From an optimization exercise on the open Yosys and OpenROAD flow, aimed at small area; shortcuts taken in it are not production practice.
At most, simulation tests tie the RTL to the original design; equivalence was not proved.

run 2:
==> flow/design.v (excerpt) <==
module MSDFDotProductModule(input clk, input reset,
    input [1:0] io_a_3,
    input [1:0] io_a_2,
    input [1:0] io_a_1,
    input [1:0] io_a_0,
    input [1:0] io_b_3,
    input [1:0] io_b_2,
    input [1:0] io_b_1,
    input [1:0] io_b_0,
    input  io_start,
    output[1:0] io_c
);
  reg  [3:0] cnt;
  wire [3:0] j = io_start ? 4'd0 : cnt;
  always @(posedge clk) cnt <= j + {3'd0, j != 4'd15};
  wire [8:0] eq, gt, keep;
  genvar n;
  generate
    for (n = 0; n < 9; n = n + 1) begin : dec
      assign eq[n]   = (j == 4'd8 - n);
      assign gt[n]   = (j >  4'd8 - n);
      assign keep[n] = ~eq[n] & ~io_start;
    end
  endgenerate
  wire lo = (j >= 4'd9);
  wire [1:0] xa [0:3];
  wire [1:0] yb [0:3];
  assign xa[0] = io_a_0; assign xa[1] = io_a_1; assign xa[2] = io_a_2; assign xa[3] = io_a_3;
  assign yb[0] = io_b_0; assign yb[1] = io_b_1; assign yb[2] = io_b_2; assign yb[3] = io_b_3;
  wire [1:0] m [0:3];
  genvar i;
  generate
    for (i = 0; i < 4; i = i + 1) begin : pr
      reg  [8:0]  qa, qb;
      reg         la, lb;
      reg  [12:1] rs;
      reg  [10:1] rc;
      wire [8:0]  qa_nxt, qb_nxt;
      wire        la_nxt, lb_nxt;
      wire [12:1] rs_nxt;
      wire [10:1] rc_nxt;
      msdf_conv ca(.d(xa[i]), .eq(eq), .keep(keep), .gt(gt), .lo(lo), .start(io_start),
                   .hi(qa), .lz(la), .hi_nxt(qa_nxt), .lz_nxt(la_nxt));
      msdf_conv cb(.d(yb[i]), .eq(eq), .keep(keep), .gt(gt), .lo(lo), .start(io_start),
                   .hi(qb), .lz(lb), .hi_nxt(qb_nxt), .lz_nxt(lb_nxt));
      msdf_mul mu(.start(io_start), .x(xa[i]), .y(yb[i]), .av(qa), .bv(qb_nxt),
                  .s(rs), .c(rc), .s_nxt(rs_nxt), .c_nxt(rc_nxt), .p(m[i]));
      always @(posedge clk) begin
        qa <= qa_nxt; la <= la_nxt;
        qb <= qb_nxt; lb <= lb_nxt;
        rs <= rs_nxt; rc <= rc_nxt;
      end
    end
  endgenerate
  wire f4 = (j == 4'd4);    
  wire f6 = (j == 4'd6);    
  reg r51, r49, r32, r39, r37, r16, r17, r2, r234;
  wire fo0 = m[0][1] ^ ~m[0][0] ^ m[1][1];
  wire fc0 = (m[0][1] & ~m[0][0]) | (m[0][1] & m[1][1]) | (~m[0][0] & m[1][1]);
  wire g1 = r51 & ~r49, p1 = r51 | ~r49;
  wire fc1 = g1 | (p1 & fc0);
  wire fo1 = r51 ^ ~r49 ^ fc0;
  wire fo2 = m[2][1] ^ ~m[2][0] ^ m[3][1];
  wire fc2 = (m[2][1] & ~m[2][0]) | (m[2][1] & m[3][1]) | (~m[2][0] & m[3][1]);
  wire fo3 = r39 ^ ~r37 ^ fc2;
  ...
Size in the first run: roughly 940 cells after synthesis, roughly 180 flip-flops, about 21 I/O pins, about 9900 sq um of cells after synthesis.
==> module msdf_conv, before the edit <==
module msdf_conv(
    input  [1:0] d,
    input  [8:0] eq,       
    input  [8:0] keep,     
    input  [8:0] gt,       
    input        lo,       
    input        start,
    input  [8:0] hi,       
    input        lz,       
    output [8:0] hi_nxt,   
    output       lz_nxt
);
  wire pos = (d == 2'b10);
  wire neg = (d == 2'b01);
  wire nz  = pos | neg;
  wire [9:0] z;
  assign z[0] = lz;
  genvar n;
  generate
    for (n = 0; n < 9; n = n + 1) begin : g
      assign z[n+1] = z[n] & ~hi[n];
      wire tz = gt[n] & z[n];
      assign hi_nxt[n] = (eq[n] & nz) | (keep[n] & (hi[n] ^ (neg & tz)));
    end
  endgenerate
  assign lz_nxt = (start | lz) & ~(nz & lo);
endmodule
==> module msdf_mul, before the edit <==
module msdf_mul(
    input         start,
    input  [1:0]  x,       
    input  [1:0]  y,       
    input  [8:0]  av,      
    input  [8:0]  bv,      
    input  [12:1] s,       
    input  [10:1] c,       
    output [12:1] s_nxt,
    output [10:1] c_nxt,
    output [1:0]  p        
);
  wire xpos = (x == 2'b10), xneg = (x == 2'b01);
  wire ypos = (y == 2'b10), yneg = (y == 2'b01);
  wire ybpos = ypos & ~start, ybneg = yneg & ~start;
  wire [13:0] ia = start ? 14'd0 : {s[12], s, 1'b0};
  wire [13:0] id = start ? 14'd0 : {3'd0, c, 1'b0};
  wire [13:0] ib;
  genvar n;
  generate
    for (n = 0; n < 9; n = n + 1) begin : bsel
      assign ib[n] = av[n] ? ybpos : ybneg;
    end
  endgenerate
  assign ib[13:9] = {5{ybneg}};
  wire [13:0] ic;
  generate
    for (n = 0; n < 9; n = n + 1) begin : csel
      assign ic[n] = bv[n] ? xpos : xneg;
    end
  endgenerate
  assign ic[13:9] = {5{xneg}};
  wire [13:0] s1, t1, o, t2;
  wire [13:0] t1s = {t1[12:0], yneg};
  generate
    for (n = 0; n < 14; n = n + 1) begin : fa
      msdf_fa f1(.a(ia[n]), .b(ib[n]), .c(ic[n]), .s(s1[n]), .co(t1[n]));
      msdf_fa f2(.a(s1[n]), .b(id[n]), .c(t1s[n]), .s(o[n]), .co(t2[n]));
    end
  endgenerate
  wire [13:0] co = {t2[12:0], xneg};
  wire [3:0] e = o[13:10] + co[13:10];
  wire sp = ~e[3] & (e[2] | e[1]);
  wire sn =  e[3] & ~(e[2] & e[1]);
  assign p = {sp, sn};
  assign s_nxt = {e[1:0], o[9:0]};
  assign c_nxt = co[9:0];
endmodule
clock: 8.0 ns
lec_check: 0
cap_margin: 20
core_margin: 2
core_utilization: 40
cts_buf_list: sky130_fd_sc_hd__clkbuf_4 sky130_fd_sc_hd__clkbuf_8
cts_cluster_size: 30
slew_margin: 20
standard.sh (not shown) runs the stock make flow with config.mk's settings and CLKGATE_MAP_FILE= SYNTH_SCRIPT=/design/flow/synth_recipe.tcl, a recipe that flattens the netlist after the stock synthesis.
==> flow/flow/run.sh <==
#!/bin/bash
# The standard layout (standard.sh: ORFS synthesis and all later steps),
# with three changes to how the layout is made:
#  - synthesis maps the logic with an area-oriented ABC script
#    (flow/abc_area.script) instead of ORFS's delay-oriented one; everything
#    else in synthesis (registers, their names and cells) is unchanged.  ORFS's
#    scripts are copied to ./orfs_scripts and only abc_speed.script is replaced.
#  - buffer_ports builds the port buffers from sky130_fd_sc_hd__buf_1 cells
#    instead of the delay cells it picks by default (repair may resize them).
#  - CTS does not add dummy loads.
# The output of make (all ORFS steps) goes to make_finish.log; each step's own
# log stays in orfs/logs/.
set -euo pipefail
cd "$(dirname "${BASH_SOURCE[0]}")/.."
rm -rf orfs_scripts
cp -r "$FLOW_HOME/scripts" orfs_scripts
cp flow/abc_area.script orfs_scripts/abc_speed.script
export SCRIPTS_DIR="$PWD/orfs_scripts"
export BUFFER_PORTS_ARGS="-buffer_cell sky130_fd_sc_hd__buf_1"
export CTS_ARGS="-sink_clustering_enable -repair_clock_nets -sink_clustering_size 30 -buf_list {sky130_fd_sc_hd__clkbuf_4 sky130_fd_sc_hd__clkbuf_8} -dont_use_dummy_load"
bash standard.sh finish > make_finish.log 2>&1
==> flow/flow/abc_area.script <==
&get -n
&st
&dch
&nf -R 1000 -p
&st
&syn2
&dch
&nf -R 1000 -p
&st
&syn2
&dch
&nf -R 1000 -p
&put
## Diff of input files: run 5 against run 2
-- flow/design.v --
<<< run 2, line 20
    for (n = 0; n < 9; n = n + 1) begin : g
      assign z[n+1] = z[n] & ~hi[n];
      wire tz = gt[n] & z[n];
      assign hi_nxt[n] = (eq[n] & nz) | (keep[n] & (hi[n] ^ (neg & tz)));
    end
  endgenerate
>>> run 5, line 20
    for (n = 0; n < 9; n = n + 1) begin : g
      assign z[n+1] = z[n] & ~hi[n];
      assign hi_nxt[n] = (eq[n] & nz) | (keep[n] & (hi[n] ^ (neg & gt[n] & z[n])));
    end
  endgenerate
<<< run 2, line 55
  endgenerate
  assign ib[13:9] = {5{ybneg}};
  wire [13:0] ic;
  generate
    for (n = 0; n < 9; n = n + 1) begin : csel
      assign ic[n] = bv[n] ? xpos : xneg;
    end
  endgenerate
  assign ic[13:9] = {5{xneg}};
  wire [13:0] s1, t1, o, t2;
  wire [13:0] t1s = {t1[12:0], yneg};
  generate
    for (n = 0; n < 14; n = n + 1) begin : fa
      msdf_fa f1(.a(ia[n]), .b(ib[n]), .c(ic[n]), .s(s1[n]), .co(t1[n]));
      msdf_fa f2(.a(s1[n]), .b(id[n]), .c(t1s[n]), .s(o[n]), .co(t2[n]));
    end
  endgenerate
  wire [13:0] co = {t2[12:0], xneg};
  wire [3:0] e = o[13:10] + co[13:10];
  wire sp = ~e[3] & (e[2] | e[1]);
  wire sn =  e[3] & ~(e[2] & e[1]);
  assign p = {sp, sn};
  assign s_nxt = {e[1:0], o[9:0]};
  assign c_nxt = co[9:0];
endmodule
module MSDFDotProductModule(input clk, input reset,
>>> run 5, line 54
  endgenerate
  assign ib[13:9] = {5{ybneg}};
  wire [13:0] ic = xneg ? ~{5'd0, bv} : xpos ? {5'd0, bv} : 14'd0;
  wire [9:0] s1, t1, o, t2;
  wire [9:0] t1s = {t1[8:0], yneg};
  generate
    for (n = 0; n < 10; n = n + 1) begin : fa
      msdf_fa f1(.a(ia[n]), .b(ib[n]), .c(ic[n]), .s(s1[n]), .co(t1[n]));
      msdf_fa f2(.a(s1[n]), .b(id[n]), .c(t1s[n]), .s(o[n]), .co(t2[n]));
    end
  endgenerate
  wire [9:0] co = {t2[8:0], xneg};
  wire sa, ca, sb, cb, e0, cc;
  msdf_fa fe1(.a(id[10]), .b(t1[9]), .c(t2[9]), .s(sa), .co(ca));
  msdf_fa fe2(.a(ia[10]), .b(sa), .c(~xneg), .s(sb), .co(cb));
  assign e0 = sb ^ ~ybneg;
  assign cc = sb & ~ybneg;
  wire k2 = (cb & cc) | (cb & ia[11]) | (cb & ca) | (cc & ia[11]) | (cc & ca) | (ia[11] & ca);
  wire k4 = cb & cc & ia[11] & ca;
  wire k1 = cb ^ cc ^ ia[11] ^ ca;
  wire sp = ia[12] ? k4 : k2;
  wire sn = ia[12] & ~k2;
  wire [1:0] e = {~k1, e0};
  assign p = {sp, sn};
  assign s_nxt = {e[1:0], o[9:0]};
  assign c_nxt = co;
endmodule
module MSDFDotProductModule(input clk, input reset,
In the reports for run 2 and run 5, the smaller setup slack belongs to run 5. The flow for run 5 finished, though final verification flagged setup timing. Relative to run 2, non-clock buffer count has increased by 130% in run 5. The final reports for run 5 and run 2 show arrival time at the worst endpoint higher in the former. Taking run 2 as the reference, in run 5 final area increased by about 1% relative to the old numbers; final core area utilization increased by 2.2 points relative to the old numbers. For the final wirelength, run 5 came in 1200 microns higher than run 2 did.
No functional check of the RTL was part of run 2.

[afterwards: timing with drivers on the ports]
The results above use ideal ports. As a check the final layouts listed here were re-extracted and re-timed, cells and wires unchanged.
Step 1, drivers: a clkbuf_16 drives clk and a buf_2 each remaining input, both assumed.
Step 2 also shifts input and output timing later by t, the mid clock arrival at the registers, as if the neighbouring blocks saw the same clock.
a / b / c = no drivers / after step 1 / after step 2; a / b = the first two.
run | t, ns | setup WS [ns] | hold slack, ns | latest minus earliest clock arrival (ns)
run 2 | 0.486 | 0.263 / 0.244 / 0.244 | 0.479 / 0.479 / 0.479 | 0.024 / 0.024
run 5 | 0.494 | -0.653 / -0.694 / -0.694 | 0.477 / 0.477 / 0.477 | 0.028 / 0.028
For run 5, which loses most, drivers alone change the setup slack by -0.041 ns; drivers and shift together by -0.041 ns.
